This design comes from an exercise in tuning for small area and a short achievable clock period on the open sky130 flow, not from production work. At most, simulation tests tie the RTL to the original design; equivalence was not proved. Function not checked in runs 1 and 7: the RTL went through the layout flow alone. Power and IR drop assume default switching activity.

**flow/config.mk**
```make
export PLATFORM = sky130hd
export DESIGN_NAME = chronos_ex
export DESIGN_NICKNAME = chronos_ex
export VERILOG_FILES = /design/flow/design.v
export SDC_FILE = /design/flow/constraint.sdc
export NUM_CORES = 4
export LEC_CHECK = 0
export CAP_MARGIN = 20
export CORE_MARGIN = 2
export CORE_UTILIZATION = 55
export CTS_CLUSTER_DIAMETER = 80
export CTS_CLUSTER_SIZE = 30
export SETUP_SLACK_MARGIN = 2.5
export SLEW_MARGIN = 20
```
**flow/constraint.sdc**
```tcl
create_clock -name core_clock -period 5.5 [get_ports {clk}]
set_input_delay 1.1000 -clock core_clock [delete_from_list [all_inputs] [get_ports {clk}]]
set_output_delay 1.1000 -clock core_clock [all_outputs]
set_load 0.01 [all_outputs]
```
**flow/design.v**
```verilog
module decode_alu (
	input [31:0] inst,
	input [31:0] rs1,
	input [31:0] rs2,
	output [31:0] a,
	output [31:0] b,
	output [31:0] d,
	output [12:0] ctl
);
	wire [6:0] opc = inst[6:0];
	wire [2:0] f3 = inst[14:12];
	wire is_op    = opc == 7'b0110011;
	wire is_opimm = opc == 7'b0010011;
	wire is_lui   = opc == 7'b0110111;
	wire is_load  = opc == 7'b0000011;
	wire is_store = opc == 7'b0100011;
	wire is_br    = opc == 7'b1100011;
	wire is_alu   = is_op | is_opimm;
	wire is_sll   = is_alu & (f3 == 3'd1);
	wire is_sr    = is_alu & (f3 == 3'd5);
	wire is_slt   = is_alu & (f3[2:1] == 2'b01);
	wire do_sub   = is_op & (f3 == 3'd0) & inst[30];
	wire do_add   = (is_alu & (f3 == 3'd0)) | is_load | is_store | is_lui;
	wire sub = do_sub | is_slt | (is_br & f3[2]);
	wire [31:0] ar;
	genvar i;
	generate for (i = 0; i < 32; i = i + 1) begin : g_rev
		assign ar[i] = rs1[31 - i];
	end endgenerate
	assign a = is_sll ? ar : (rs1 & {32{~is_lui}});
	wire [31:0] iimm = {{20{inst[31]}}, inst[31:20]};
	wire [31:0] simm = {{20{inst[31]}}, inst[31:25], inst[11:7]};
	wire [31:0] bsel = is_lui ? {inst[31:12], 12'b0} :
	                   is_store ? simm :
	                   (is_opimm | is_load) ? iimm : rs2;
	assign b = bsel ^ {32{sub}};
	assign d = {rs2[31:16] & {16{f3 == 3'd2}}, rs2[15:8] & {8{f3 == 3'd1 || f3 == 3'd2}},
	            rs2[7:0] & {8{f3[2] == 1'b0 && f3[1:0] != 2'b11}}};
	wire is_xor = is_alu & (f3 == 3'd4);
	wire is_or  = is_alu & (f3 == 3'd6);
	wire is_and = is_alu & (f3 == 3'd7);
	wire br_x = is_br & (f3[2:1] == 2'b00);
	wire kp = do_add | is_xor | is_or | br_x;
	wire kg = is_or | is_and;
	wire en_lt = is_slt | (is_br & f3[2]);
	wire uns = is_br ? f3[1] : f3[0];
	wire ten = is_br & (f3[2:1] != 2'b01);
	wire inv = f3[0];
	wire arith = inst[30];
	wire [1:0] wk = ~is_store ? 2'd0 : (f3 == 3'd0) ? 2'd1 : (f3 == 3'd1) ? 2'd2 : (f3 == 3'd2) ? 2'd3 : 2'd0;
	assign ctl = {wk, arith, is_sr, is_sll, inv, ten, uns, en_lt, do_add, kg, kp, sub};
endmodule
module alu (
	input [31:0] a,
	input [31:0] b,
	input [10:0] ctl,
	output [31:0] alu_out,
	output taken
);
	wire sub = ctl[0];
	wire kp = ctl[1];
	wire kg = ctl[2];
	wire ce = ctl[3];
	wire en_lt = ctl[4];
	wire uns = ctl[5];
	wire ten = ctl[6];
	wire inv = ctl[7];
	wire kl = ctl[8];
	wire kr = ctl[9];
	wire arith = ctl[10];
	wire [31:0] p = a ^ b;
	wire [31:0] g = a & b;
	wire [32:0] c;
	prefix_carry #(.W(32)) pc0 (.p(p), .g(g), .ci(sub), .c(c));
	wire ltu = ~c[32];
	wire lt = uns ? ltu : (ltu ^ a[31] ^ ~b[31]);
	wire eq = ~|p;
	wire fill = arith & kr & a[31];
	wire [31:0] sr = $signed({fill, a}) >>> b[4:0];
	wire [31:0] sh;
	genvar i;
	generate for (i = 0; i < 32; i = i + 1) begin : g_sh
		assign sh[i] = (sr[i] & kr) | (sr[31 - i] & kl);
	end endgenerate
	wire [31:0] l = (p & {32{kp}}) | (g & {32{kg}});
	wire [31:0] r = (l ^ (c[31:0] & {32{ce}})) | sh;
	assign alu_out = {r[31:1], r[0] | (lt & en_lt)};
	assign taken = ten & ((en_lt ? lt : eq) ^ inv);
endmodule
module prefix_carry #(parameter W = 32) (
	input [W-1:0] p,
	input [W-1:0] g,
	input ci,
	output [W:0] c
);
	localparam L = $clog2(W);
	wire [W-1:0] gg [0:L];
	wire [W-1:0] pp [0:L];
	assign gg[0] = {g[W-1:1], g[0] | (p[0] & ci)};
	assign pp[0] = {p[W-1:1], 1'b0};
	genvar l, i;
	generate for (l = 0; l < L; l = l + 1) begin : g_lev
		for (i = 0; i < W; i = i + 1) begin : g_bit
			if ((i >> l) & 1) begin : g_op
				localparam integer J = ((i >> l) << l) - 1;
				assign gg[l+1][i] = gg[l][i] | (pp[l][i] & gg[l][J]);
				assign pp[l+1][i] = pp[l][i] & pp[l][J];
			end else begin : g_pass
				assign gg[l+1][i] = gg[l][i];
				assign pp[l+1][i] = pp[l][i];
			end
		end
	end endgenerate
	assign c = {gg[L], ci};
endmodule
module branch_gen (
	input [31:0] inst,
	input [31:0] pc,
	output [33:0] branch_lo      
);
	wire [11:0] bimm = {inst[31], inst[7], inst[30:25], inst[11:8]};
	wire [12:0] lo = {1'b0, pc[12:1]} + {1'b0, bimm};
	assign branch_lo = {bimm[11], lo[12], pc[31:13], lo[11:0], pc[0]};
endmodule
module branch_hi (
	input [33:0] branch_lo,
	output [31:0] branch_target
);
	wire sg = branch_lo[33];
	wire cy = branch_lo[32];
	wire [18:0] hi = branch_lo[31:13];
	wire [18:0] inc, dec;
	genvar i;
	generate for (i = 0; i < 19; i = i + 1) begin : g_id
		if (i == 0) begin : g0
			assign inc[i] = ~hi[i];
			assign dec[i] = ~hi[i];
		end else begin : gn
			assign inc[i] = hi[i] ^ (&hi[i-1:0]);
			assign dec[i] = hi[i] ^ ~(|hi[i-1:0]);
		end
	end endgenerate
	wire [18:0] hi_t = (cy == sg) ? hi : (cy ? inc : dec);
	assign branch_target = {hi_t, branch_lo[12:0]};
endmodule
module store_format (
	input [31:0] d,
	input [1:0] kind,       
	input [1:0] lane,
	output [31:0] write_data,
	output [3:0] write_mask
);
	assign write_data = d << {lane, 3'b000};
	wire [3:0] m = kind == 2'd1 ? 4'b0001 : kind == 2'd2 ? 4'b0011 : kind == 2'd3 ? 4'b1111 : 4'b0000;
	assign write_mask = kind == 2'd3 ? 4'b1111 : m << lane;
endmodule
module chronos_ex (
	input clk,
	input rst,               
	input in_valid,
	input [31:0] inst,
	input [31:0] pc,
	input [31:0] rs1_data,
	input [31:0] rs2_data,
	output reg out_valid,
	output reg [31:0] result,
	output reg br_taken,
	output reg [31:0] br_target,
	output [31:0] mem_wdata,
	output [3:0] mem_wmask
);
	wire [31:0] a_id, b_id, d_id;
	wire [12:0] ctl_id;
	decode_alu dec (
		.inst(inst), .rs1(rs1_data), .rs2(rs2_data),
		.a(a_id), .b(b_id), .d(d_id), .ctl(ctl_id));
	wire [33:0] tgt_id;
	branch_gen bgen (.inst(inst), .pc(pc), .branch_lo(tgt_id));
	reg v1;
	reg [31:0] a1, b1, d1;
	reg [33:0] tgt1;
	reg [12:0] ctl1;
	always @(posedge clk) begin
		v1 <= rst & in_valid;
		a1 <= a_id;
		b1 <= b_id;
		d1 <= d_id;
		tgt1 <= tgt_id;
		ctl1 <= ctl_id;
	end
	wire [31:0] alu_out;
	wire taken;
	alu _alu (.a(a1), .b(b1), .ctl(ctl1[10:0]), .alu_out(alu_out), .taken(taken));
	wire [31:0] tgt2;
	branch_hi bhi (.branch_lo(tgt1), .branch_target(tgt2));
	reg [31:0] d_q;
	reg [1:0] sk_q;
	always @(posedge clk) begin
		out_valid <= rst & v1;
		result <= alu_out;
		br_taken <= taken;
		br_target <= tgt2;
		d_q <= d1;
		sk_q <= ctl1[12:11];
	end
	store_format sf (.d(d_q), .kind(sk_q), .lane(result[1:0]),
		.write_data(mem_wdata), .write_mask(mem_wmask));
endmodule
```
**flow/flow/run.sh**
```bash
#!/bin/bash
# Own layout flow: the standard layout (standard.sh, standard synthesis
# unchanged), except that buffer_ports gives every port a buf_1 buffer.
# make's full output goes to standard.log; each ORFS step logs under orfs/logs/.
set -euo pipefail
export BUFFER_PORTS_ARGS="-buffer_cell sky130_fd_sc_hd__buf_1"
bash standard.sh > standard.log 2>&1
```
**flow/standard.sh**
```bash
#!/bin/bash
# synth_recipe.tcl (not shown) runs the flow's synth.tcl, then flattens the netlist and writes it again
# the make line also repeats each setting of config.mk as NAME=value (left out here)
make -C /OpenROAD-flow-scripts/flow DESIGN_CONFIG=/design/flow/config.mk WORK_HOME=/design/flow/orfs CLKGATE_MAP_FILE= SYNTH_SCRIPT=/design/flow/synth_recipe.tcl "${@:-finish}"
```
==> results of run 1 <==
## metal layers
layer / vias to the layer above / share of wire
met1: 4986 / 0.44
met2: 501 / 0.43
li1: 5251 / -
met4: 0 / 0.034
met3: 66 / 0.091
met5: - / 0
## synthesized netlist by cell type, types with 15 or more instances
cell	n	area, sq um
sky130_fd_sc_hd__inv_1	24	90.1
sky130_fd_sc_hd__a221o_1	26	260
sky130_fd_sc_hd__a211oi_1	15	113
sky130_fd_sc_hd__nor2_1	57	214
sky130_fd_sc_hd__nand3_1	21	105
sky130_fd_sc_hd__nor3_1	22	110
sky130_fd_sc_hd__and2_1	48	300
sky130_fd_sc_hd__ha_1	44	551
sky130_fd_sc_hd__a21oi_1	103	515
sky130_fd_sc_hd__a22oi_1	31	233
sky130_fd_sc_hd__mux2i_1	43	430
sky130_fd_sc_hd__a21o_1	15	113
sky130_fd_sc_hd__mux4_2	19	428
sky130_fd_sc_hd__nand2_1	203	762
sky130_fd_sc_hd__dfxtp_1	244	4880
sky130_fd_sc_hd__clkbuf_1	57	214
sky130_fd_sc_hd__o21ai_0	99	495
sky130_fd_sc_hd__xor2_1	31	272
sky130_fd_sc_hd__nor2b_1	23	144
sky130_fd_sc_hd__xnor2_1	59	517
sky130_fd_sc_hd__o21ai_1	25	125
## worst paths after layout
kind | from | end | slack, ns | cells past startpoint
worst max-delay path | result[0] | mem_wmask[0] | 2.59 | 4
worst min register to register | tgt1[1] | br_target[1] | 0.33 | 0
worst min-delay path | tgt1[1] | br_target[1] | 0.33 | 0
worst max register to register | b1[1] | result[31] | 2.66 | 9
## logic make-up (layout without fill, tap and decap cells)
| family | after synthesis | after routing |
|---|---|---|
| DFF | 244 | 244 |
| AOI/OAI and AO/OA | 383 | 383 |
| and+or+nand+nor | 436 | 436 |
| muxes | 70 | 70 |
| adders and majority gates | 46 | 46 |
| xor gates and xnor gates | 90 | 90 |
| buffers and inverters | 107 | 295 |
## power by group through the flow
stage	Clock, W	Combinational (W)	Sequential (W)
floorplan	0	0.000477	0.00198
global placement	0	0.000688	0.00200
detailed placement	0	0.000693	0.00200
CTS	0.00108	0.000702	0.00196
global route	0.00114	0.000796	0.00197
finish	0.00105	0.000727	0.00196
## layout make-up
cell class	count	area (sq um)
fill	1962	8060
multi-input combinational	1025	6880
sequential	244	4890
timing repair buffer	250	1070
tap	280	350
clock buffer	14	339
inverter	26	97.6
clock inverter	5	67.6
## stage by stage
stage               cells  utilization  cell area (sq um)  power [W]
finish               1844        0.629              13700    0.00374
global route         1844        0.629              13700    0.00391
CTS                  1841        0.625              13600    0.00374
detailed placement   1821        0.605              13200    0.00270
global placement     1821        0.605              13200    0.00269
floorplan            1376            -              12100    0.00246
## sequential cells by signal (all words and copies together) (netlist names)
name and count:
v1 1, a1 32, d_q 32, br_target 32, out_valid 1, result 32
sk_q 2, d1 32, ctl1 13, tgt1 34, br_taken 1, b1 32
## critical path, delay by kind of cell (launching register included)
family | cells | cell delay, ns
adder cells (fa/ha/maj) | 1 | 0.37
AND/OR/NAND/NOR | 1 | 0.15
buffers and inverters | 2 | 0.45
flip-flops | 1 | 0.34
## what timing repair did
| action | 4_1_cts | 5_1_grt |
|---|---|---|
| resized for setup | 7 | 13 |
| setup endpoints to repair | 87 | 81 |
| hold endpoints to repair | 0 | 0 |
| setup buffers | 1 | 3 |
| pin swaps | 0 | 1 |
==> run summary, run 1 <==
For the final net count, the log shows 1736. Setup slack closes at 2.59 ns. The horizontal die dimension is 153 um. The switching fraction of total power came out at 0.295. For this design, the CTS-stage hold fixing added 0 buffers. Adding up every negative setup slack in the final design gives 0 ns. The compound-gate portion of the synthesized area was 0.199.

The top fanout value on the critical path is 37, and the met1 usage in global routing is 0.428. The run gives 65 as the pin count of the biggest net entering global routing. The run finished with no timing, DRC or antenna violations. The max-slew violation total from the final report came out at 0.

Combinational family with the most area after synthesis: compound AO/OA/AOI/OAI gates. The core region is 0.0218 sq mm. The number of standard-cell rows in the floorplan is 54, and the TritonCTS sink count is 244.

On the final layout, the worst clock skew is 0.0324 ns. The final period demand of the worst path was 2.91 ns. The average instance in the mapped netlist occupies 8.83 sq um. The number of nets in the synthesized netlist is 1552. The largest single stage delay on the critical path is 0.37 ns. The iteration-0 DRC count of the detailed router was 1040; the HPWL after detailed placement was 27.3 mm. The effective utilization at floorplan was 0.558. Combinational share of power: 0.194.

The tools report the die outline area as 0.0233 sq mm. Routing usage on met3: 0.0580. Across all layers, the routed design uses 10800 vias. Final clock period utilization by the worst path: 0.529. For the total global-route track usage, the log shows 0.297. In the layout the commonest cells are sky130_fd_sc_hd__dfxtp_1, sky130_fd_sc_hd__buf_1, sky130_fd_sc_hd__nand2_1, sky130_fd_sc_hd__a21oi_1, sky130_fd_sc_hd__o21ai_0. For the arrival time at the worst endpoint, the log shows 1.81 ns. The logs give 0.454 for the remaining max-slew budget at the tightest pin and 239 uV for the maximum vdd ir drop. Setup repair after global routing left no endpoint under its margin. The met2 routing resource usage after global routing was 0.450; the share of post-route cells with drive strength above 1 was 0.0556. The internal power of the cells totals 0.00264 W. Buffers inserted during clock tree synthesis total 13.

Counting distinct cell types in the post-synthesis netlist gives 74. The logs give 9906 for the number of global-route vias before repair and 0 for the max capacitance violation total. The portion of netlist area occupied by mux cells was 0.0781; the leakage power total was 5.28 nW. Worst hold margin: 0.334 ns. The repair_antennas step left the layout with diodes totalling 0. The part of the Yosys area used for sequential elements was 0.402; the pre-CTS worst setup slack was 1.53 ns.

The cell with the largest stage delay on the worst path is sky130_fd_sc_hd__maj3_1. The relative area change from synthesis to final layout came out at 12.7%. Routability-driven placement finished with a final weighted congestion of 0.943. The logs give 0.524 for the proportion of power drawn by flip-flops and latches and 0 for the residual DRC count.

The warning count from the yosys run is 2. Once detail routing completed, the nets flagged for antenna violations numbered 0. The number of antenna violations at the first check in global routing is 0, and the insertion delay to the later sink of the worst-skew pair is 0.49 ns. The library cell used most frequently in the layout, excluding fill and tap cells, is sky130_fd_sc_hd__dfxtp_1. The fraction of registers with async set/reset is 0. The floorplan step set the die height to 153 um.

The final count of hold timing violations came out at 0. By startpoint and endpoint, the worst setup path is classified as reg -> out. The count of buffers added on input and output ports is 232. The relative contribution of the clock network to total power was 0.282.

The total standard cell area after synthesis was 0.0121 sq mm; the number of synthesized flops with an enable pin was 0. The simple-gate area share of the yosys netlist is 0.170, and the total setup violations reported at the end of the flow is 0. Dividing total power by cell area gives a power density of 273 mW/mm^2. The run gives 1376 as the number of standard cells after synthesis. TritonCTS built the clock tree.

Adder and majority gate portion of the synthesized area: 0.0478. Walking the worst path, the cells encountered are buf_6, nor2_2, maj3_1, buf_1. The count of H-tree levels built during CTS was 1.

For this design the top-level I/O count stands at 233. The worst-margin pin slew was 0.820 ns. Clock-pin slew on the worst setup and hold paths: 0.11 ns. STA classifies the critical path startpoint as a flop. The tools report the switching power as 0.00110 W. The run gives 6 as the iteration count of the initial detailed-routing pass. Counting flops and latches in the post-synthesis netlist gives 244. STA classifies the critical path endpoint as a primary output.

Timing would allow up to 344 MHz. For this block, the routed nets add up to 35.9 mm of wire. The first global-routing pass estimated 55.2 mm of wire. In the synthesized netlist the dominant register cell turns out to be sky130_fd_sc_hd__dfxtp_1. After detailed routing, the number of vias per cell comes to 5.86. The class of the tightest hold or removal check was reg -> reg. The synthesized-area fraction occupied by xor and xnor cells was 0.0649; the critical path required time was 4.40 ns.

The clock passes through at most 3 buffers. The clock root buffer is sky130_fd_sc_hd__clkbuf_16. The tools report the overall overflow remaining after global route as 0. The global-route layer with the greatest usage was met2.

After detailed routing, the average wire length per cell comes to 19.5 um.
==> inputs of run 2 (changes only) <==
--- a/flow/design.v
+++ b/flow/design.v
@@ -93,7 +93,7 @@
 	input ci,
 	output [W:0] c
 );
-	localparam L = $clog2(W);
+	localparam L = (W > 16) ? 5 : (W > 8) ? 4 : (W > 4) ? 3 : (W > 2) ? 2 : 1;
 	wire [W-1:0] gg [0:L];
 	wire [W-1:0] pp [0:L];
 	assign gg[0] = {g[W-1:1], g[0] | (p[0] & ci)};
--- a/flow/config.mk
+++ b/flow/config.mk
@@ -5,6 +5,7 @@
 export SDC_FILE = /design/flow/constraint.sdc
 export NUM_CORES = 4
 export LEC_CHECK = 0
+export ABC_AREA = 1
 export CAP_MARGIN = 20
 export CORE_MARGIN = 2
 export CORE_UTILIZATION = 55
==> run 2 against run 1 <==
Clock power rose by 6%. Combinational power rose by 2%. Synthesized cell count rose by 23%. Final area up 2.2%. Largest power group unchanged. Non-clock buffer count fell by 4. Synthesized area increased by 3.5%. Total power up 1.7%. Count of clock-buffer cells in the layout is 1 higher. Sequential power is essentially flat. Routed wire length is 6.3% higher. Register-to-register slack gained 0.04 ns. Global-route usage is 1.4 points higher.
==> run summary, run 2 <==
The number of global-route vias before repair is 10800. Along the worst path, the maximum fanout reaches 14. For the pin with the worst max-slew slack, the measured transition is 1.08 ns.

In this run the mean area of a mapped cell was 7.41 sq um. The number of storage elements in the synthesis netlist works out to 244. In the synthesized netlist the dominant register cell turns out to be sky130_fd_sc_hd__dfxtp_1. The later pin in the worst-skew pair is clocked with a latency of 0.48 ns. Counting flops with a built-in enable in the synthesized netlist gives 0.

The total buffers and inverters traversed by the critical path is 4, and the count of nets left with antenna violations after detail routing is 0. The highest achievable clock rate is 347 MHz, and the max capacitance violation total is 0. The floorplan step defined a die boundary enclosing 0.0241 sq mm. Relative to the synthesized area, the layout overhead comes to 11.3%. Summed over all failing endpoints, the final setup total negative slack is 0 ns. Number of standard cells after synthesis: 1697.

Leaving out fill and tap cells, the most frequent cell in the layout is sky130_fd_sc_hd__nand2_1. Leaving out fill and tap cells, the most frequent cells in the layout are sky130_fd_sc_hd__nand2_1, sky130_fd_sc_hd__dfxtp_1, sky130_fd_sc_hd__buf_1, sky130_fd_sc_hd__inv_1, sky130_fd_sc_hd__nand3_1. Traced cell by cell, the critical path runs through clkinvlp_4, buf_4, buf_4, o21ai_0, o22ai_1, buf_1. The overall overflow remaining after global route is 0.

CTS saw 244 sinks. The horizontal die dimension works out to 155 um. The final clock period utilization by the worst path came out at 0.524. The congestion estimate from routability-driven global placement came to 0.965. The total wire length after detailed routing came out at 38.2 mm. The library cell appearing most often on the critical path is sky130_fd_sc_hd__buf_4. The run gives 13 as the total clock buffers created by CTS. The logs give 0.0253 ns for the setup skew after layout and 1198 for the iteration-0 DRC count of the detailed router. After detailed routing, the average wire length per cell comes to 17.6 um. Cell accounting for the most synthesized area: sky130_fd_sc_hd__dfxtp_1. The completed layout was analyzed and its total power is 0.00381 W.

For the first-pass GRT wire length, the log shows 58.5 mm. For the fraction of the core area covered by cells at the end of the flow, the log shows 0.620. Ranked by flip-flop count, first place goes to tgt1. On the critical path the largest part of the delay comes from buffers and inverters. The simple-gate area share of the yosys netlist is 0.233. By area, the combinational part of the netlist is dominated by simple AND/OR/NAND/NOR gates. The min-delay analysis places its worst path in the category reg -> reg. The maximum vdd ir drop was 306 uV.

In this run the static leakage power is 6.20 nW. Once detailed placement completed, the half-perimeter wirelength came to 29.8 mm. The repair_antennas step left the layout with diodes totalling 0. The fraction of registers with async set/reset came out at 0.

The total global-route track usage is 0.311. Setup repair after global routing could not meet its margin everywhere. The arrival time at the worst endpoint is 1.78 ns.

For this run, the slowest stage of the critical path takes 0.42 ns. By area the synthesized netlist is led by sky130_fd_sc_hd__dfxtp_1, sky130_fd_sc_hd__nand2_1, sky130_fd_sc_hd__inv_1. The share of post-route cells with drive strength above 1 works out to 0.0505.

The portion of netlist area occupied by mux cells was 0.00876. The effective utilization at floorplan was 0.557. TritonCTS built the clock tree. The worst setup path is captured at a primary output. The die is 155 um tall. The net count of the finished layout is 2054. After layout, the worst setup slack is 2.62 ns. Dividing the detail-routed via count by the number of cells gives 5.52. The logs give 1 for the count of H-tree levels built during CTS and 0.0126 sq mm for the total standard cell area after synthesis.

Buffers inserted to repair hold after CTS numbered 0. Total number of vias: 12000. The critical path required time was 4.40 ns. Entering global routing, the biggest net connects 52 pins.

The tree is rooted in a sky130_fd_sc_hd__clkbuf_16. In the routed design, unresolved DRC markers number 0. The fraction of post-synthesis cell area in the top cell type by area works out to 0.388.

The final count of hold timing violations was 0; the total of buffers placed on input and output ports was 232. The adder and majority gate portion of the synthesized area came out at 0.0454. STA classifies the critical path startpoint as a flop.

The worst path in the final design needs a cycle of 2.88 ns, including I/O delays and setup. Synthesis instantiated 55 different standard cells from the library. The clock-pin slew on the worst setup and hold paths was 0.10 ns; the compound-gate portion of the synthesized area was 0.177.

The flow ran to the end and the layout has no timing, DRC or antenna violations. Number of antenna violations at the first check in global routing: 1. The pre-antenna-repair detailed-routing pass consisted of 5 iterations.

For the I/O pin count, the log shows 233. The region available for standard cell placement spans 0.0226 sq mm. Setup violations remaining at the end of the flow were counted as 0. The run gives 0.388 as the part of the Yosys area used for sequential elements. The cell with the largest stage delay on the worst path was sky130_fd_sc_hd__dfxtp_4.

The number of standard-cell rows in the floorplan is 55. The Yosys step of the flow raised 2 warnings. Synthesis produced a netlist with a net count of 1873. The register with the most flip-flops in the layout has 34 of them. Among all cell types in the netlist, the one instantiated most often is sky130_fd_sc_hd__nand2_1.

Prior to clock tree synthesis, the placed netlist has a worst setup slack of 1.87 ns. The synthesized-area fraction occupied by xor and xnor cells works out to 0.0515. The critical path is of the reg -> out type. The largest buffer count on any clock path is 3.

The remaining max-slew budget at the tightest pin was 0.277. Counting instances in the post-synthesis netlist gives the leading cell types as sky130_fd_sc_hd__nand2_1, sky130_fd_sc_hd__dfxtp_1, sky130_fd_sc_hd__inv_1, sky130_fd_sc_hd__nand3_1, sky130_fd_sc_hd__o21ai_0. In this run the power density over the cells is 272 mW/mm^2.

The max-slew violation total from the final report is 0.
run 2: kinds of logic after synthesis:
| kind of cell | count (synthesis) |
|---|---|
| xor+xnor | 74 |
| compound gates | 362 |
| fa+ha+maj | 45 |
| mux | 11 |
| simple gates | 669 |
| flops | 244 |
| buf+inv | 292 |
run 2: area by class of cell:
type | count | area, sq um
clock buffers | 15 | 353
clock inverters | 5 | 92.6
fillers | 2172 | 8580
inverters | 210 | 808
multi-input cells | 1161 | 6490
flip-flops and latches | 244 | 4890
well taps | 285 | 357
repair buffers | 246 | 988
repair inverters | 2 | 15.0
run 2: per-layer routing:
layer	global-route usage	vias up	part of all wire
met4	0.0616	2	0.020
met5	0	-	0.00045
met1	0.442	5408	0.45
li1	-	5987	-
met2	0.498	521	0.44
met3	0.0560	48	0.081
run 2: timing repair:
item / CTS / global route
resized for setup: 9 / 6
endpoints found under the setup margin: 35 / 26
gates cloned: 2 / 0
setup buffers: 2 / 1
pin swaps: 0 / 0
run 2: power breakdown:
group | internal (W) | switching, W
sequential | 0.00189 | 0.0000678
clock | 0.000530 | 0.000583
combinational | 0.000245 | 0.000494
run 2: worst paths after layout:
check	from	endpoint	slack [ns]	cells past startpoint
setup / recovery	result[1]	mem_wdata[29]	2.62	6
hold / removal	d1[26]	d_q[26]	0.33	0
setup reg to reg	b1[0]	result[26]	2.70	16
hold reg to reg	d1[26]	d_q[26]	0.33	0
run 2: through the flow:
step                cells  hold WS, ns  cell area [sq um]
finish               2168        0.334              14000
global placement     2143        0.310              13500
floorplan            1697        0.310              12600
CTS                  2167        0.336              14000
detailed placement   2143        0.312              13500
global route         2168        0.342              14000
==> inputs of run 3 (changes only) <==
--- a/flow/config.mk
+++ b/flow/config.mk
@@ -5,7 +5,6 @@
 export SDC_FILE = /design/flow/constraint.sdc
 export NUM_CORES = 4
 export LEC_CHECK = 0
-export ABC_AREA = 1
 export CAP_MARGIN = 20
 export CORE_MARGIN = 2
 export CORE_UTILIZATION = 55
==> run 3 against run 2 <==
Maximum frequency shrank 0.96%. Combinational power down 2%. Register-to-register slack worse by 0.04 ns. Highest routed layer is now met4. Non-clock buffer count increased by 4. Clock power fell by 5%. Still clean on timing, DRC and antenna. Count of clock-buffer cells in the layout shrank 1. First-iteration DRC count fell by 13%. Sequential cell count stayed put.
==> run summary, run 3 <==
The run finished with no timing, DRC or antenna violations. Data on the critical path arrives at its endpoint at 1.81 ns. The critical path contains buffers and inverters numbering 2 combined. Broken down by cell family, the worst path's largest delay share belongs to buffers and inverters.

The number of antenna violations at the first check in global routing is 0. The run gives 344 MHz as the highest achievable clock rate. Summed over all failing endpoints, the final setup total negative slack is 0 ns. The total standard cell area after synthesis is 0.0121 sq mm. Using the TritonRoute via totals, the vias-per-cell ratio works out to 5.86. In this run the worst path has a maximum fanout of 37. For the combinational share of power, the log shows 0.194. Effective utilization at floorplan: 0.558. Average wire per standard cell: 19.5 um. Yosys mapped the design onto 74 distinct sky130hd cell types.

Leaving out fill and tap cells, the most frequent cell in the layout is sky130_fd_sc_hd__dfxtp_1. The cell with the largest stage delay on the worst path is sky130_fd_sc_hd__maj3_1. The top flip-flop cell by instance count after synthesis was sky130_fd_sc_hd__dfxtp_1.

Number of flip-flops in the largest register: 34. Detailed routing inserted a total of 10800 vias. The run gives 65 as the pin count of the biggest net entering global routing. After clock tree synthesis, the clock-pin slew on the worst setup and hold paths is 0.11 ns. The final clock period utilization by the worst path was 0.529; the switching power was 0.00110 W.

In this run the remaining antenna-violating nets after routing total 0. The remaining max-slew budget at the tightest pin was 0.454. After global routing the overflow that remains totals 0. The clock root buffer is sky130_fd_sc_hd__clkbuf_16. The clock drives 244 sinks.

On the final layout, the worst clock skew is 0.0324 ns. The critical path is of the reg -> out type. By area the synthesized netlist is led by sky130_fd_sc_hd__dfxtp_1, sky130_fd_sc_hd__nand2_1, sky130_fd_sc_hd__ha_1. Before antenna repair, the detailed router went through 6 iterations. The floorplan step defined a die boundary enclosing 0.0233 sq mm. Total clock buffers created by CTS: 13. Proportion of power drawn by flip-flops and latches: 0.524.

The logs give 3 for the largest buffer count on any clock path and 0 for the final count of hold timing violations. The logs give 27.3 mm for the HPWL after detailed placement and 0.00264 W for the total internal power. The weighted congestion reported at the end of routability-driven placement is 0.943.

The max-slew violation total from the final report is 0. The final net count was 1736; the number of synthesized flops with an enable pin was 0. TritonCTS built the clock tree. After layout, the minimum clock period comes to 2.91 ns.

The max capacitance violation total came out at 0. By count the netlist is led by sky130_fd_sc_hd__dfxtp_1, sky130_fd_sc_hd__nand2_1, sky130_fd_sc_hd__a21oi_1, sky130_fd_sc_hd__o21ai_0, sky130_fd_sc_hd__xnor2_1. At the pin with the least slew margin, the transition time is 0.820 ns. The fraction of post-synthesis cell area in the top cell type by area was 0.402. The logs give 239 uV for the maximum vdd ir drop and 1040 for the iteration-0 DRC count of the detailed router. Leaving out filler cells and counting taps, the final layout contains 1844. Setup violations remaining at the end of the flow were counted as 0. The critical path required time came out at 4.40 ns. During synthesis, Yosys emitted a total of 2 warnings. The floorplan has 54 rows. The fraction of registers with async set/reset is 0, and the net count after synthesis is 1552. In the layout the commonest cells are sky130_fd_sc_hd__dfxtp_1, sky130_fd_sc_hd__buf_1, sky130_fd_sc_hd__nand2_1, sky130_fd_sc_hd__a21oi_1, sky130_fd_sc_hd__o21ai_0. The run gives 35.9 mm as the total wire length after detailed routing.

The part of the Yosys area used for sequential elements is 0.402, and the relative area change from synthesis to final layout is 12.7%. The first global-routing pass estimated 55.2 mm of wire. Register with the most flip-flops: tgt1. Counting tap cells, the placed design contains a total of 1821 instances. The share of post-route cells with drive strength above 1 was 0.0556; the number of standard cells after synthesis was 1376. Dividing the synthesized area by the synthesized cell count gives 8.83 sq um. For the floorplan core area, the log shows 0.0218 sq mm. 233 I/O pins were placed.

Setup repair after global routing left no endpoint under its margin. Class of the tightest hold or removal check: reg -> reg. Summing all non-filler instances in the final layout gives an area of 0.0137 sq mm. The cell accounting for the most synthesized area was sky130_fd_sc_hd__dfxtp_1. The leakage power total was 5.28 nW; the number of storage elements in the synthesis netlist was 244.

The run gives 9906 as the number of global-route vias before repair. For the count of H-tree levels built during CTS, the log shows 1. In this run the power density over the cells is 273 mW/mm^2. The residual DRC count was 0.

The repair_antennas step left the layout with diodes totalling 0. The placed instances occupy a cell area of 0.0132 sq mm. STA classifies the critical path endpoint as a primary output. Buffers placed on the I/O ports in this run total 232. The switching fraction of total power is 0.295. The signal on the critical path passes through buf_6, nor2_2, maj3_1, buf_1. The die span in y was 153 um; the largest stage delay on the critical path was 0.37 ns. The relative contribution of the clock network to total power is 0.282. The die is 153 um wide.

The total global-route track usage was 0.297. The tools report the insertion delay to the later sink of the worst-skew pair as 0.49 ns. The worst setup path is launched from a flop.

Among all cell types in the netlist, the one instantiated most often is sky130_fd_sc_hd__dfxtp_1.
## run 3: logic make-up (layout without fill, tap and decap cells)
family          Yosys count  in the layout  synth area share
flops                   244            244             0.402
xor+xnor                 90             90            0.0649
fa+ha+maj                46             46            0.0478
compound gates          383            383             0.199
simple gates            436            436             0.170
buf+inv                 107            295            0.0374
mux                      70             70            0.0781
## run 3: worst register-to-register path: stages, from the launching register on
cell and delay [ns]:
sky130_fd_sc_hd__dfxtp_4 0.51, sky130_fd_sc_hd__buf_4 0.30, sky130_fd_sc_hd__mux2_1 0.37, sky130_fd_sc_hd__o21ai_0 0.25, sky130_fd_sc_hd__o21ai_0 0.24, sky130_fd_sc_hd__a21oi_1 0.32
sky130_fd_sc_hd__mux2i_1 0.20, sky130_fd_sc_hd__a22o_1 0.27, sky130_fd_sc_hd__nor3_1 0.18, sky130_fd_sc_hd__a211oi_1 0.09
## run 3: layout make-up
type	count	area, sq um
multi-input combinational	1025	6880
clock inverter	5	67.6
timing repair buffer	250	1070
inverter	26	97.6
sequential	244	4890
tap	280	350
clock buffer	14	339
fill	1962	8060
## run 3: timing repair
action / 4_1_cts / 5_1_grt
buffers inserted: 1 / 3
setup endpoints to repair: 87 / 81
pin swaps: 0 / 1
hold buffers: 0 / 0
gates resized for setup: 7 / 13
## run 3: per-stage QoR
step / hold WS [ns] / util / total power [W] / setup slack, ns
6_report: 0.334 / 0.629 / 0.00374 / 2.59
5_1_grt: 0.341 / 0.629 / 0.00391 / 2.49
4_1_cts: 0.337 / 0.625 / 0.00374 / 2.50
3_5_place_dp: 0.312 / 0.605 / 0.00270 / 1.53
3_3_place_gp: 0.310 / 0.605 / 0.00269 / 1.56
2_1_floorplan: 0.310 / - / 0.00246 / 2.66
## run 3: worst paths after layout
kind         slack, ns      start  cells past startpoint            to
max reg2reg       2.66      b1[1]                      9    result[31]
max               2.59  result[0]                      4  mem_wmask[0]
min               0.33    tgt1[1]                      0  br_target[1]
min reg2reg       0.33    tgt1[1]                      0  br_target[1]
## run 3: per-layer routing
metal	global-route usage	vias to the layer above	wire length [um]
met2	0.450	501	15600
met3	0.0580	66	3280
met1	0.428	4986	15800
li1	-	5251	-
met5	0	-	0
met4	0.0970	0	1240
## run 3: power by group through the flow
stage / registers [W] / logic [W] / clock network [W]
after floorplan: 0.00198 / 0.000477 / 0
after global placement: 0.00200 / 0.000688 / 0
after detailed placement: 0.00200 / 0.000693 / 0
after CTS: 0.00196 / 0.000702 / 0.00108
after global routing: 0.00197 / 0.000796 / 0.00114
final: 0.00196 / 0.000727 / 0.00105
==> inputs of run 4 (changes only) <==
--- a/flow/config.mk
+++ b/flow/config.mk
@@ -7,8 +7,9 @@
 export LEC_CHECK = 0
 export CAP_MARGIN = 20
 export CORE_MARGIN = 2
-export CORE_UTILIZATION = 55
+export CORE_UTILIZATION = 70
 export CTS_CLUSTER_DIAMETER = 80
 export CTS_CLUSTER_SIZE = 30
+export PLACE_DENSITY = 0.8
 export SETUP_SLACK_MARGIN = 2.5
 export SLEW_MARGIN = 20
==> run 4 against run 3 <==
Worst setup slack got worse by 0.011 ns. Sequential cell count did not move. Still clean. Final cell count fell by 3.3%. First-iteration DRC count is 29% higher. Register-to-register slack about the same. Worst hold slack got worse by 0.0034 ns. Largest power group unchanged. Sequential share of layout area rose by 0.35 points. Synthesized cell count is the same. Global-route usage grew 7.5 points.
==> run summary, run 4 <==
Power per cell area: 274 mW/mm^2. The final period demand of the worst path came out at 2.92 ns. In this run the power spent charging and discharging nets is 0.00107 W. The final clock period utilization by the worst path was 0.531; the pre-CTS worst setup slack was 1.55 ns. Wires add up to 35.2 mm.

The floorplan core area was 0.0171 sq mm; the average wire per standard cell was 19.7 um. The tools report the final count of hold timing violations as 0. The number of placed cells counting well taps came out at 1765. The design draws 0.00372 W.

The insertion delay to the later sink of the worst-skew pair is 0.49 ns. The logs give 10100 for the number of global-route vias before repair and 0 ns for the sum of negative setup slack. After synthesis the netlist holds a flip-flop and latch count of 244. The adder and majority gate portion of the synthesized area is 0.0478, and the I/O pin count is 233.

For this block, the initial DRC count from the detailed router was 1338. The portion of netlist area occupied by mux cells was 0.0781; the highest achievable clock rate was 343 MHz. The worst hold path passes through 0 cells. The horizontal die dimension was 136 um.

After filler insertion, the fill cell instance count of the layout stands at 1219. The fraction of post-synthesis cell area in the top cell type by area is 0.402, and the part of the Yosys area used for sequential elements is 0.402. The register with the most flip-flops in the layout has 34 of them. In this run the worst hold path is classified as reg -> reg. The final net count is 1732. Compared with the post-synthesis result, the final layout area differs by 11.8%. Setup repair after global routing left no endpoint under its margin. Clock tree synthesis found a total of 244 sinks. For the relative contribution of the clock network to total power, the log shows 0.278. The sort of element at the end of the critical path was a primary output. Number of standard cells after synthesis: 1376.

The leakage power total was 5.26 nW; the top fanout value on the critical path was 37. The logs give 11300 for the total number of vias and 74 for the post-synthesis cell type count. The average instance area after synthesis works out to 8.83 sq um.

In the routed layout, each cell is associated on average with a via count of 6.34. Combinational share of power: 0.192. Compound-gate portion of the synthesized area: 0.199.

The type of the worst setup path was reg -> out. Entering global routing, the biggest net connects 65 pins. In the post-synthesis netlist, the biggest area contributors are sky130_fd_sc_hd__dfxtp_1, sky130_fd_sc_hd__nand2_1, sky130_fd_sc_hd__ha_1. STA puts the critical path data arrival time at 1.82 ns. The worst setup path is launched from a flop. After synthesis, the most frequently instantiated cells are sky130_fd_sc_hd__dfxtp_1, sky130_fd_sc_hd__nand2_1, sky130_fd_sc_hd__a21oi_1, sky130_fd_sc_hd__o21ai_0, sky130_fd_sc_hd__xnor2_1.

The HPWL after detailed placement was 26.2 mm; the overall overflow remaining after global route was 0. The most used flip-flop cell after synthesis is sky130_fd_sc_hd__dfxtp_1. The fraction of registers with async set/reset came out at 0. Total internal power: 0.00265 W.

The run finished with no timing, DRC or antenna violations. The combinational family with the most area after synthesis is compound AO/OA/AOI/OAI gates. The residual DRC count came out at 0.

Summed over all instances, the cell type with the most area after synthesis is sky130_fd_sc_hd__dfxtp_1. Once detail routing completed, the nets flagged for antenna violations numbered 0. In this run the vertical extent of the chip is 136 um.

In this run the register-to-register setup slack is 2.65 ns. The floorplan step defined a die boundary enclosing 0.0184 sq mm. The switching fraction of total power is 0.287, and the proportion of power drawn by flip-flops and latches is 0.530.

For this run, the number of standard cells in the final layout without fillers is 1784. The logs give 53.5 mm for the first-pass GRT wire length and 0.0131 sq mm for the total cell area at the placement stage. The number of antenna diodes in the final layout is 0. Leaving out fill and tap cells, the most frequent cell in the layout is sky130_fd_sc_hd__dfxtp_1.

For this run, the detailed router's first-pass iteration total came to 6. The floorplan has 48 rows. The critical path required time is 4.40 ns, and the number of synthesized flops with an enable pin is 0. For this run, the number of Yosys warnings is 2.

The tools report the count of H-tree levels built during CTS as 1. The number of antenna violations at the first check in global routing is 0, and the slack of the critical path is 2.58 ns. The library cells used most frequently in the layout, excluding fill and tap cells, are sky130_fd_sc_hd__dfxtp_1, sky130_fd_sc_hd__buf_1, sky130_fd_sc_hd__nand2_1, sky130_fd_sc_hd__a21oi_1, sky130_fd_sc_hd__o21ai_0. The tool flagged a number of max-cap violations equal to 0.

The largest buffer count on any clock path is 3. The most numerous cell in the Yosys netlist is sky130_fd_sc_hd__dfxtp_1. Clock-pin slew was measured on the worst setup and hold paths at 0.11 ns.

The net count after synthesis is 1552. The tools report the maximum vdd ir drop as 358 uV. The total standard cell area after synthesis was 0.0121 sq mm.

The run gives 0.00490 sq mm as the sequential cell area. The tools report the effective utilization at floorplan as 0.710. TritonCTS built the clock tree. The post-route cell area was 0.0136 sq mm. The max-slew violation total from the final report was 0; the synthesized-area fraction occupied by xor and xnor cells was 0.0649. In this run the clock root is driven by a sky130_fd_sc_hd__clkbuf_16.

tgt1 holds more flip-flops than any other register. Share of post-route cells with drive strength above 1: 0.0552. Setup skew after layout: 0.0172 ns. The run gives 1.07 as the weighted congestion reported at the end of routability-driven placement. The worst-margin pin slew was 0.792 ns; the total global-route track usage was 0.372. Remaining max-slew budget at the tightest pin: 0.472.

Simple-gate area share of the yosys netlist: 0.170. Cell depth of the worst flop-to-flop path: 8. The total of buffers placed on input and output ports was 232; the area taken by multi-input logic gates was 0.00690 sq mm. Total clock buffers created by CTS: 12. For the total setup violations reported at the end of the flow, the log shows 0.
-- run 4: cell counts after synthesis --
Identical to the previous run, type by type.
-- run 4: critical path, cell delays in order, from the launching register on --
cell and delay (ns):
sky130_fd_sc_hd__dfxtp_1 0.35, sky130_fd_sc_hd__buf_6 0.32, sky130_fd_sc_hd__nor2_2 0.16, sky130_fd_sc_hd__maj3_1 0.37
sky130_fd_sc_hd__buf_1 0.13
-- run 4: final timing paths --
check / startpoint / to
hold reg to reg: tgt1[6] / br_target[6]
hold / removal: tgt1[6] / br_target[6]
setup reg to reg: b1[1] / result[29]
setup / recovery: result[0] / mem_wmask[0]
-- run 4: cells by family after synthesis --
| family | Yosys count |
|---|---|
| and+or+nand+nor | 436 |
| adders and majority gates | 46 |
| AOI/OAI and AO/OA | 383 |
| buffers and inverters | 107 |
| xor gates and xnor gates | 90 |
| DFF | 244 |
| muxes | 70 |
-- run 4: what timing repair did --
| action | in CTS | in global routing |
|---|---|---|
| resized for setup | 9 | 15 |
| buffers inserted | 0 | 2 |
| setup endpoints to repair | 101 | 84 |
| hold buffers | 0 | 0 |
-- run 4: power groups by stage --
| stage | registers [W] | logic, W | clock network, W |
|---|---|---|---|
| after global placement | 0.00201 | 0.000662 | 0 |
| after detailed placement | 0.00201 | 0.000676 | 0 |
| after floorplan | 0.00198 | 0.000477 | 0 |
| after global routing | 0.00198 | 0.000773 | 0.00110 |
| after CTS | 0.00197 | 0.000683 | 0.00105 |
| final | 0.00197 | 0.000715 | 0.00103 |
-- run 4: layer usage --
metal  track usage  vias to the layer above  share of wire
met2         0.590                      715           0.45
met5             0                        -              0
met4         0.135                        0          0.044
met3        0.0774                      114           0.11
li1              -                     5254              -
met1         0.505                     5219           0.39
-- run 4: through the flow --
stage / hold slack [ns] / util
2_1_floorplan: 0.310 / -
3_3_place_gp: 0.310 / 0.764
3_5_place_dp: 0.312 / 0.764
4_1_cts: 0.333 / 0.788
5_1_grt: 0.342 / 0.793
6_report: 0.330 / 0.793
-- run 4: area by class of cell --
type,count,area share
Clock inverter,4,0.00415
Tap cell,225,0.0207
Sequential cell,244,0.361
Clock buffer,13,0.0240
Multi-Input combinational cell,1025,0.508
Timing Repair Buffer,247,0.0756
Inverter,26,0.00719
==> inputs of run 5 (changes only) <==
--- a/flow/config.mk
+++ b/flow/config.mk
@@ -7,9 +7,8 @@
 export LEC_CHECK = 0
 export CAP_MARGIN = 20
 export CORE_MARGIN = 2
-export CORE_UTILIZATION = 70
+export CORE_UTILIZATION = 55
 export CTS_CLUSTER_DIAMETER = 80
 export CTS_CLUSTER_SIZE = 30
-export PLACE_DENSITY = 0.8
-export SETUP_SLACK_MARGIN = 2.5
+export SETUP_SLACK_MARGIN = 2.7
 export SLEW_MARGIN = 20
==> run 5 against run 4 <==
Sequential share of layout area down 1.4 points. Clock power about the same. First-iteration DRC count decreased by 1.5%. Synthesized cell count did not move. Worst setup slack improved by 0.15 ns. Sequential power barely moved. Global-route usage is 7.1 points lower. Largest power group unchanged.
==> run summary, run 5 <==
The run finished with no timing, DRC or antenna violations. For the total global-route track usage, the log shows 0.300. The remaining max-slew budget at the tightest pin is 0.568, and the iteration count of the initial detailed-routing pass is 5. The TritonCTS sink count is 244, and the net count after synthesis is 1552. Clock-pin slew was measured on the worst setup and hold paths at 0.10 ns. STA classifies the critical path startpoint as a flop. The register with the most flip-flops in the layout has 34 of them. Register with the most flip-flops: tgt1. Global routing finished with a remaining overflow of 0. The number of synthesized flops with an enable pin is 0.

The tree is rooted in a sky130_fd_sc_hd__clkbuf_16. Sort of element at the end of the critical path: a primary output. The worst-margin pin slew is 0.648 ns, and the highest achievable clock rate is 361 MHz. The I/O pin count was 233; the first-pass GRT wire length was 55.8 mm. For this run, the leading register cell type out of synthesis is sky130_fd_sc_hd__dfxtp_1.

The tools report the largest buffer count on any clock path as 3. In the post-synthesis netlist, the biggest area contributors are sky130_fd_sc_hd__dfxtp_1, sky130_fd_sc_hd__nand2_1, sky130_fd_sc_hd__ha_1. The cell accounting for the most synthesized area was sky130_fd_sc_hd__dfxtp_1. Max-slew violation total from the final report: 0.

The number of antenna violations at the first check in global routing is 0. For the total wire length after detailed routing, the log shows 36.8 mm. The number of storage elements in the synthesis netlist was 244.

Together, buffers and inverters on the worst path number 3. The worst hold margin is 0.335 ns, and the top fanout value on the critical path is 9. The post-detailed-route via-to-cell ratio was 5.88; the setup skew after layout was 0.0208 ns.

The share of post-route cells with drive strength above 1 works out to 0.0913. Setup repair after global routing could not meet its margin everywhere. The maximum vdd ir drop is 341 uV, and the final net count is 1761.

For this design the ratio of total power to cell area is 267 mW/mm^2. Setup violations remaining at the end of the flow were counted as 0. In the layout the commonest cells are sky130_fd_sc_hd__dfxtp_1, sky130_fd_sc_hd__buf_1, sky130_fd_sc_hd__nand2_1, sky130_fd_sc_hd__a21oi_1, sky130_fd_sc_hd__o21ai_0. Traced cell by cell, the critical path runs through buf_12, buf_4, nor2_4, maj3_1, buf_1.

Effective utilization at floorplan: 0.558. The run gives 0.651 as the fraction of the core area covered by cells at the end of the flow. In this run the static leakage power is 5.45 nW.

The core region is 0.0218 sq mm. STA puts the critical path data required time at 4.40 ns. The tools report the HPWL after detailed placement as 27.2 mm.

Average instance area after synthesis: 8.83 sq um. The logs give 9875 for the number of global-route vias before repair and 0 for the count of nets left with antenna violations after detail routing. The run gives 0.402 as the part of the Yosys area used for sequential elements.

The run gives 1318 as the iteration-0 DRC count of the detailed router. For this run, design rule violations remaining after detail routing come to 0. Insertion delay to the later sink of the worst-skew pair: 0.48 ns. Clock tree synthesis inserted a total of 13 buffers. The average wire per standard cell came out at 19.7 um.

Among cell families on the critical path, the largest total delay comes from buffers and inverters. The die span in y was 153 um. TritonCTS built the clock tree. The pin count of the biggest net entering global routing is 65. The largest individual stage delay along the critical path comes from the cell sky130_fd_sc_hd__dfxtp_4. For the final count of hold timing violations, the log shows 0. Hold repair after CTS inserted 0 buffers. The warning count from the yosys run was 2; the post-synthesis cell type count was 74. In this run the tool buffered the top-level ports with 232 buffer cells. At the end of routability-driven placement, the weighted congestion stood at 0.983. The relative area change from synthesis to final layout is 16.5%, and the count of H-tree levels built during CTS is 1. The total number of vias is 11000.

The logs give 0 for the max capacitance violation total and 54 for the number of standard-cell rows in the floorplan. After technology mapping, the gate count stands at 1376. Leaving out fill and tap cells, the most frequent cell in the layout is sky130_fd_sc_hd__dfxtp_1. The class of the tightest hold or removal check was reg -> reg. In this design, the stage delay of the slowest critical-path cell is 0.36 ns. The fraction of post-synthesis cell area in the top cell type by area works out to 0.402. In the synthesized netlist, the cells that appear most often are sky130_fd_sc_hd__dfxtp_1, sky130_fd_sc_hd__nand2_1, sky130_fd_sc_hd__a21oi_1, sky130_fd_sc_hd__o21ai_0, sky130_fd_sc_hd__xnor2_1.

The die covers 0.0233 sq mm. The fraction of registers with async set/reset is 0, and the final clock period utilization by the worst path is 0.504. The horizontal die dimension works out to 153 um. The critical path is of the reg -> out type.

sky130_fd_sc_hd__dfxtp_1 is the most common cell in the netlist. The arrival time at the worst endpoint came out at 1.67 ns. Setup total negative slack on the finished layout was measured at 0 ns. The synthesized netlist occupies a cell area of 0.0121 sq mm. The worst path needs 2.77 ns of the cycle, external delays included. The tools report the antenna diode count as 0.
-- run 5: cell type report --
| cell class | instances | area, sq um |
|---|---|---|
| clock buffer | 13 | 325 |
| clock inverter | 5 | 76.3 |
| fill | 1878 | 7600 |
| inverter | 26 | 101 |
| multi-input combinational | 1026 | 7060 |
| sequential | 244 | 4910 |
| tap | 280 | 350 |
| timing repair buffer | 274 | 1330 |
-- run 5: per-layer routing --
metal / track usage / vias up / wire length (um)
met1: 0.438 / 5027 / 15800
met5: 0 / - / 0
li1: - / 5309 / -
met3: 0.0492 / 74 / 3800
met2: 0.461 / 578 / 16000
met4: 0.0886 / 0 / 1230
-- run 5: worst paths after layout --
path	from	end	slack, ns	depth (start not counted)
max	result[1]	mem_wmask[0]	2.73	5
min	tgt1[1]	br_target[1]	0.33	0
max reg2reg	a1[21]	result[28]	2.73	10
min reg2reg	tgt1[1]	br_target[1]	0.33	0
-- run 5: report_power, final --
part           switching, W  internal [W]  leakage [nW]
combinational      0.000446      0.000322          3.23
sequential        0.0000878       0.00188          2.03
clock              0.000590      0.000458         0.191
total               0.00112       0.00266          5.45
-- run 5: timing repair --
action	in CTS	in global routing
buffers inserted	1	19
resized for setup	24	49
pin swaps	1	9
gates cloned	3	1
hold endpoints to repair	0	0
endpoints found under the setup margin	119	94
-- run 5: cells by family after synthesis --
kind of cell               share of synthesized area
AOI/OAI and AO/OA                              0.199
xor gates and xnor gates                      0.0649
adders and majority gates                     0.0478
buffers and inverters                         0.0374
DFF                                            0.402
muxes                                         0.0781
and+or+nand+nor                                0.170
-- run 5: stage by stage --
step / std cells / instance area [sq um] / setup slack (ns) / total power [W]
after floorplan: 1376 / 12200 / 2.68 / 0.00246
after global placement: 1826 / 13200 / 1.59 / 0.00269
after detailed placement: 1826 / 13200 / 1.54 / 0.00270
after CTS: 1848 / 13800 / 2.70 / 0.00374
after global routing: 1868 / 14200 / 2.66 / 0.00396
final: 1868 / 14200 / 2.73 / 0.00378
==> inputs of run 6 (changes only) <==
==> flow/config.mk (replaced) <==
export PLATFORM = sky130hd
export DESIGN_NAME = chronos_ex
export DESIGN_NICKNAME = chronos_ex
export VERILOG_FILES = /design/flow/design.v
export SDC_FILE = /design/flow/constraint.sdc
export NUM_CORES = 4
export LEC_CHECK = 0
export CAP_MARGIN = 0
export CORE_MARGIN = 2
export CORE_UTILIZATION = 55
export CTS_BUF_LIST = sky130_fd_sc_hd__clkbuf_8 sky130_fd_sc_hd__clkbuf_16
export CTS_CLUSTER_DIAMETER = 60
export CTS_CLUSTER_SIZE = 24
export SETUP_SLACK_MARGIN = 2.7
export SLEW_MARGIN = 0
==> run 6 against run 5 <==
Sequential power barely moved. Largest power group unchanged. Clock power rose by 45%. Die area unchanged. Combinational power about the same. Synthesized cell count is the same. Sequential cell count unchanged. Global-route usage up 0.42 points. Via count up 0.20%. Count of clock-buffer cells in the layout grew 7.
==> run summary, run 6 <==
The run gives 0.178 as the remaining max-slew budget at the tightest pin. In this run the worst path has a maximum fanout of 6. Measured along the x axis, the die boundary spans 153 um. By area the synthesized netlist is led by sky130_fd_sc_hd__dfxtp_1, sky130_fd_sc_hd__nand2_1, sky130_fd_sc_hd__ha_1.

For flop-to-flop paths, the worst setup slack is 2.72 ns. The count of H-tree levels built during CTS is 1. Final net count: 1765. The max-slew violation total from the final report is 0, and the total standard cell area after synthesis is 0.0121 sq mm. In the synthesized netlist the dominant register cell turns out to be sky130_fd_sc_hd__dfxtp_1. The number of standard-cell rows in the floorplan is 54. TritonCTS built the clock tree. The tools report the number of placed cells counting well taps as 1826. The I/O pin count was 233.

The clock passes through at most 3 buffers. In this run, synthesis produced a sequential element count of 244. The maximum vdd ir drop is 352 uV, and the sum of negative setup slack is 0 ns. Sort of element at the end of the critical path: a flop. Count of nets left with antenna violations after detail routing: 0. Cell accounting for the most synthesized area: sky130_fd_sc_hd__dfxtp_1. The number of antenna violations at the first check in global routing is 0. The start point of the worst hold path is d1[4]. In the layout the commonest cells are sky130_fd_sc_hd__dfxtp_1, sky130_fd_sc_hd__buf_1, sky130_fd_sc_hd__nand2_1, sky130_fd_sc_hd__a21oi_1, sky130_fd_sc_hd__o21ai_0. By count the netlist is led by sky130_fd_sc_hd__dfxtp_1, sky130_fd_sc_hd__nand2_1, sky130_fd_sc_hd__a21oi_1, sky130_fd_sc_hd__o21ai_0, sky130_fd_sc_hd__xnor2_1.

The fraction of post-synthesis cell area in the top cell type by area is 0.402. The share of post-route cells with drive strength above 1 was 0.0993; the total number of vias was 11000. Derived from the worst setup path, the maximum achievable clock frequency is 360 MHz. Dividing total power by cell area gives a power density of 295 mW/mm^2. A synthesized cell averages 8.83 sq um. The number of synthesized flops with an enable pin was 0; the post-detailed-route via-to-cell ratio was 5.85. The critical path is of the reg -> reg type. The logs give 0.53 ns for the insertion delay to the later sink of the worst-skew pair and 1244 for the iteration-0 DRC count of the detailed router.

Along the worst hold path, the cell count comes to 0. Entering global routing, the biggest net connects 65 pins. The leakage power total is 5.60 nW, and the arrival time at the worst endpoint is 3.17 ns.

The floorplan step defined a die boundary enclosing 0.0233 sq mm. Measured in cells, the most critical reg-to-reg path has a length of 10. The logs give 10000 for the number of global-route vias before repair and 0 for the final count of hold timing violations. The first global-routing pass estimated 56.5 mm of wire. The part of the Yosys area used for sequential elements came out at 0.402. The most numerous cell in the Yosys netlist is sky130_fd_sc_hd__dfxtp_1. After synthesis, the netlist uses 74 different library cells. The count of buffers added on input and output ports is 232. Ranked by flip-flop count, first place goes to tgt1. TritonCTS created 19 clock buffers.

The library cell used most frequently in the layout, excluding fill and tap cells, is sky130_fd_sc_hd__dfxtp_1. The core region is 0.0218 sq mm. The path with the worst hold slack has its endpoint at d_q[4]. In this run the worst hold path is classified as reg -> reg. At the worst endpoint, the required time is 5.89 ns.

Leaving out filler cells and counting taps, the final layout contains 1881. The max capacitance violation total came out at 0. STA classifies the critical path startpoint as a flop. Relative area change from synthesis to final layout: 18.8%.

The fraction of registers with async set/reset was 0. Detailed placement finished with a half-perimeter wire length of 27.2 mm. Setup repair after global routing could not meet its margin everywhere.

Routability-driven placement finished with a final weighted congestion of 0.983. The final clock period utilization by the worst path was 0.505. The die span in y was 153 um; the TritonCTS sink count was 244. The number of standard cells after synthesis is 1376. Across the routed clock network, the largest skew measured is 0.0252 ns. At the pin with the least slew margin, the transition time is 1.23 ns. The tree is rooted in a sky130_fd_sc_hd__clkbuf_16.

The worst register-to-register path ends at result[28]. Final period demand of the worst path: 2.78 ns. Startpoint of the lowest-slack register-to-register path: a1[21]. The residual DRC count is 0, and the overall overflow remaining after global route is 0.

After detailed routing, the total wire length is 37.1 mm. The register with the most flip-flops in the layout has 34 of them. Setup violations remaining at the end of the flow were counted as 0.

The flow ran to the end and the layout has no timing, DRC or antenna violations. Total global-route track usage: 0.305. The clock-pin slew on the worst setup and hold paths was 0.09 ns; the net count after synthesis was 1552. The logs give 0.558 for the effective utilization at floorplan and 0 for the antenna diode count. The average wire per standard cell was 19.7 um. Warning count from the yosys run: 2. The iteration count of the initial detailed-routing pass was 5.
-- run 6: cell counts after synthesis --
Identical to the previous run, type by type.
-- run 6: worst max-delay path by stage --
| stage | startpoint | to | cells past startpoint |
|---|---|---|---|
| floorplan | inst[8] | tgt1[11] | 12 |
| finish | a1[21] | result[28] | 10 |
| CTS | result[0] | mem_wmask[2] | 5 |
| detailed placement | inst[3] | b1[14] | 7 |
| global placement | inst[3] | b1[14] | 7 |
| global route | result[1] | mem_wdata[21] | 6 |
-- run 6: kinds of logic (layout without fill, tap and decap cells) --
| group | after synthesis | after routing | synth area share |
|---|---|---|---|
| AND/OR/NAND/NOR | 436 | 437 | 0.170 |
| AO/OA/AOI/OAI | 383 | 383 | 0.199 |
| flip-flops | 244 | 244 | 0.402 |
| buffers and inverters | 107 | 331 | 0.0374 |
| XOR/XNOR | 90 | 90 | 0.0649 |
| multiplexers | 70 | 70 | 0.0781 |
| adder cells (fa/ha/maj) | 46 | 46 | 0.0478 |
-- run 6: metrics by stage --
stage | total power (W) | hold WS [ns] | utilization | instance area, sq um | setup slack (ns)
detailed placement | 0.00270 | 0.312 | 0.607 | 13200 | 1.54
global route | 0.00442 | 0.333 | 0.664 | 14400 | 2.68
finish | 0.00425 | 0.320 | 0.664 | 14400 | 2.72
CTS | 0.00422 | 0.327 | 0.648 | 14100 | 2.70
global placement | 0.00269 | 0.310 | 0.607 | 13200 | 1.59
floorplan | 0.00246 | 0.310 | - | 12200 | 2.68
-- run 6: where the power goes --
part           leakage [nW]  internal [W]  switching, W
clock network         0.340      0.000794      0.000725
registers              2.03       0.00188     0.0000876
logic                  3.23      0.000321      0.000447
-- run 6: cell type report --
cell class                 instances  area, sq um
sequential                       244         4910
multi-input combinational       1026         7060
timing repair buffer             272         1310
inverter                          26          101
fill                            1860         7320
clock buffer                      20          489
clock inverter                    13          213
tap                              280          350
-- run 6: critical path, cell delays in order, from the launching register on --
cell	delay, ns
sky130_fd_sc_hd__dfxtp_2	0.43
sky130_fd_sc_hd__ha_1	0.33
sky130_fd_sc_hd__a21o_1	0.20
sky130_fd_sc_hd__a21oi_1	0.23
sky130_fd_sc_hd__nor2b_1	0.08
sky130_fd_sc_hd__nor3_1	0.31
sky130_fd_sc_hd__inv_1	0.16
sky130_fd_sc_hd__o211a_1	0.26
sky130_fd_sc_hd__o21a_1	0.18
sky130_fd_sc_hd__xnor2_1	0.18
sky130_fd_sc_hd__a221o_1	0.30
-- run 6: timing repair --
item                       in CTS  in global routing
gates resized for setup        28                 57
pin swaps                       1                 10
hold endpoints to repair        0                  0
setup endpoints to repair     123                 95
cloned                          3                  1
buffers inserted                4                 14
hold buffers                    0                  0
-- run 6: layer usage --
| layer | GRT usage | up-vias | wire length, um |
|---|---|---|---|
| met5 | 0 | - | 0 |
| met4 | 0.103 | 0 | 1350 |
| met3 | 0.0529 | 85 | 3420 |
| met2 | 0.464 | 550 | 16100 |
| met1 | 0.439 | 5046 | 16200 |
| li1 | - | 5329 | - |
==> inputs of run 7 (changes only) <==
--- a/flow/design.v
+++ b/flow/design.v
@@ -21,19 +21,22 @@
 	wire is_slt   = is_alu & (f3[2:1] == 2'b01);
 	wire do_sub   = is_op & (f3 == 3'd0) & inst[30];
 	wire do_add   = (is_alu & (f3 == 3'd0)) | is_load | is_store | is_lui;
-	wire sub = do_sub | is_slt | (is_br & f3[2]);
+	wire i2 = inst[2], i4 = inst[4], i5 = inst[5], i6 = inst[6];
+	wire rev = i4 & (f3 == 3'b001);                    
+	wire sub_s = (i5 & i4 & ~i2 & (f3 == 3'd0) & inst[30]) |    
+	             (i4 & ~i2 & (f3[2:1] == 2'b01)) |              
+	             (i6 & f3[2]);                                  
 	wire [31:0] ar;
 	genvar i;
 	generate for (i = 0; i < 32; i = i + 1) begin : g_rev
 		assign ar[i] = rs1[31 - i];
 	end endgenerate
-	assign a = is_sll ? ar : (rs1 & {32{~is_lui}});
+	assign a = (rev ? ar : rs1) & {32{~i2}};
 	wire [31:0] iimm = {{20{inst[31]}}, inst[31:20]};
 	wire [31:0] simm = {{20{inst[31]}}, inst[31:25], inst[11:7]};
-	wire [31:0] bsel = is_lui ? {inst[31:12], 12'b0} :
-	                   is_store ? simm :
-	                   (is_opimm | is_load) ? iimm : rs2;
-	assign b = bsel ^ {32{sub}};
+	wire [31:0] uimm = {inst[31:12], 12'b0};
+	wire [31:0] bsel = ~i5 ? iimm : i2 ? uimm : (i4 | i6) ? rs2 : simm;
+	assign b = bsel ^ {32{sub_s}};
 	assign d = {rs2[31:16] & {16{f3 == 3'd2}}, rs2[15:8] & {8{f3 == 3'd1 || f3 == 3'd2}},
 	            rs2[7:0] & {8{f3[2] == 1'b0 && f3[1:0] != 2'b11}}};
 	wire is_xor = is_alu & (f3 == 3'd4);
@@ -48,7 +51,7 @@
 	wire inv = f3[0];
 	wire arith = inst[30];
 	wire [1:0] wk = ~is_store ? 2'd0 : (f3 == 3'd0) ? 2'd1 : (f3 == 3'd1) ? 2'd2 : (f3 == 3'd2) ? 2'd3 : 2'd0;
-	assign ctl = {wk, arith, is_sr, is_sll, inv, ten, uns, en_lt, do_add, kg, kp, sub};
+	assign ctl = {wk, arith, is_sr, is_sll, inv, ten, uns, en_lt, do_add, kg, kp, sub_s};
 endmodule
 module alu (
 	input [31:0] a,
@@ -93,7 +96,7 @@
 	input ci,
 	output [W:0] c
 );
-	localparam L = (W > 16) ? 5 : (W > 8) ? 4 : (W > 4) ? 3 : (W > 2) ? 2 : 1;
+	localparam L = $clog2(W);
 	wire [W-1:0] gg [0:L];
 	wire [W-1:0] pp [0:L];
 	assign gg[0] = {g[W-1:1], g[0] | (p[0] & ci)};
==> flow/config.mk (replaced) <==
export PLATFORM = sky130hd
export DESIGN_NAME = chronos_ex
export DESIGN_NICKNAME = chronos_ex
export VERILOG_FILES = /design/flow/design.v
export SDC_FILE = /design/flow/constraint.sdc
export NUM_CORES = 4
export LEC_CHECK = 0
export CAP_MARGIN = 20
export CORE_MARGIN = 2
export CORE_UTILIZATION = 40
export SETUP_SLACK_MARGIN = 2.5
export SLEW_MARGIN = 20
==> run 7 against run 6 <==
Still clean on timing, DRC and antenna. Non-clock buffer count down 13. Clock power up 9.9%. Combinational power up 34%. Utilization down 18 points. Final cell count up 4.5%. Die area up 36%. Sequential share of layout area up 0.13 points. Worst hold slack worse by 0.0019 ns. Total power up 11%. Largest cell class unchanged. Count of clock-buffer cells in the layout up 16.
==> run summary, run 7 <==
The run finished with no timing, DRC or antenna violations. The relative contribution of the clock network to total power is 0.355. The startpoint of the lowest-slack register-to-register path was tgt1[13].

After global routing, the most crowded layer is met2. Overall power of the completed layout: 0.00472 W. The final period demand of the worst path is 3.01 ns. Fraction of the core area covered by cells at the end of the flow: 0.483. In the synthesized netlist the dominant register cell turns out to be sky130_fd_sc_hd__dfxtp_1. For this design the total switching power over the nets is 0.00145 W.

HPWL after detailed placement: 29.2 mm. The final net count is 1734, and the hold path depth is 0. The total standard cell area after synthesis was 0.0121 sq mm. The total area inside the core boundary comes to 0.0297 sq mm. The fraction of post-synthesis cell area in the top cell type by area was 0.404; the number of antenna violations at the first check in global routing was 1. For the worst setup path, the data required time is 5.99 ns. The worst hold path terminates at d_q[9]. The logs give 0.404 for the part of the Yosys area used for sequential elements and 0.940 for the weighted congestion reported at the end of routability-driven placement.

Cell accounting for the most synthesized area: sky130_fd_sc_hd__dfxtp_1. The number of synthesized flops with an enable pin came out at 0. The register with the most flip-flops in the layout has 34 of them. Dividing total power by cell area gives a power density of 328 mW/mm^2.

For the die outline area, the log shows 0.0316 sq mm. The synthesized design contains 244 register bits. After detailed routing, the number of vias per cell comes to 5.45.

After layout, the worst setup slack is 2.49 ns. At the pin with the least slew margin, the transition time is 0.929 ns. The setup skew after layout was 0.0275 ns. sky130_fd_sc_hd__dfxtp_1 is the most common cell in the netlist. In the final layout, the multi-input gates occupy 0.00687 sq mm. The run gives 332 MHz as the highest achievable clock rate. The sequential cells in the finished layout cover a total of 0.00490 sq mm. Number of filler cells placed in the layout: 2891. The leakage power total was 5.59 nW; the number of global-route vias before repair was 9753. At the later pin of the worst-skew pair, clock insertion delay measures 0.56 ns. The switching fraction of total power came out at 0.308. Compared with the post-synthesis result, the final layout area differs by 18.9%. The logs give 1 for the count of H-tree levels built during CTS and 2 for the warning count from the yosys run. STA puts the critical path data arrival time at 3.50 ns. For this run, design rule violations remaining after detail routing come to 0. The fraction of registers with async set/reset is 0, and the TritonCTS sink count is 244. Setup repair after global routing could not meet its margin everywhere. The library cells used most frequently in the layout, excluding fill and tap cells, are sky130_fd_sc_hd__dfxtp_1, sky130_fd_sc_hd__buf_1, sky130_fd_sc_hd__nand2_1, sky130_fd_sc_hd__a21oi_1, sky130_fd_sc_hd__nor2_1. Start point of the worst hold path: d1[9].
run 7: logic make-up after synthesis:
logic type | share of synthesized area
buffers and inverters | 0.0378
xor gates and xnor gates | 0.0645
adders and majority gates | 0.0481
muxes | 0.0966
and+or+nand+nor | 0.162
DFF | 0.404
AOI/OAI and AO/OA | 0.186
run 7: cell type report:
class,count,share of cell area
clock buffer,36,0.0493
clock inverter,10,0.00827
inverter,31,0.00836
multi-input combinational,996,0.478
sequential,244,0.341
tap,390,0.0340
timing repair buffer,259,0.0804
run 7: worst max-delay path by stage:
stage | start | end | slack [ns] | depth (start not counted)
finish | tgt1[13] | br_target[31] | 2.49 | 9
global route | tgt1[13] | br_target[30] | 2.40 | 9
CTS | tgt1[13] | br_target[31] | 2.38 | 9
detailed placement | inst[8] | tgt1[11] | 2.12 | 13
global placement | inst[8] | tgt1[11] | 2.20 | 13
floorplan | tgt1[13] | br_target[30] | 2.47 | 10
run 7: repair_timing:
item / CTS / global route
buffers inserted: 6 / 1
endpoints found under the setup margin: 31 / 32
gates cloned: 0 / 2
resized for setup: 25 / 30
pin swaps: 10 / 8
hold buffers: 0 / 0
run 7: critical path: cells and delay by family, from the launching register on:
| kind | cells | cell delay (ns) |
|---|---|---|
| AOI/OAI and AO/OA | 1 | 0.11 |
| and+or+nand+nor | 7 | 2.31 |
| DFF | 1 | 0.34 |
| xor gates and xnor gates | 1 | 0.17 |
run 7: power by group through the flow:
stage	combinational (W)	sequential (W)	clock [W]
6_report	0.00103	0.00201	0.00167
5_1_grt	0.00113	0.00202	0.00178
4_1_cts	0.000987	0.00201	0.00171
3_5_place_dp	0.000969	0.00205	0
3_3_place_gp	0.000965	0.00205	0
2_1_floorplan	0.000685	0.00201	0
run 7: per-layer routing:
| layer | up-vias | wire (um) | part of all wire |
|---|---|---|---|
| met5 | - | 0 | 0 |
| met4 | 0 | 960 | 0.025 |
| met3 | 55 | 2600 | 0.069 |
| met2 | 424 | 17100 | 0.45 |
| met1 | 5002 | 17200 | 0.45 |
| li1 | 5238 | - | - |
run 7: per-stage QoR:
step,cell area (sq um),hold slack [ns]
2_1_floorplan,12100,0.310
3_3_place_gp,13300,0.310
3_5_place_dp,13300,0.312
4_1_cts,14200,0.320
5_1_grt,14400,0.327
6_report,14400,0.318

Setup slack of run 7, layout unchanged: 2.488 ns with ideal ports, 2.488 ns with driving cells assumed (clock clkbuf_16, inputs buf_2), 2.189 ns with port delays also shifted by the 0.597 ns mid clock arrival.
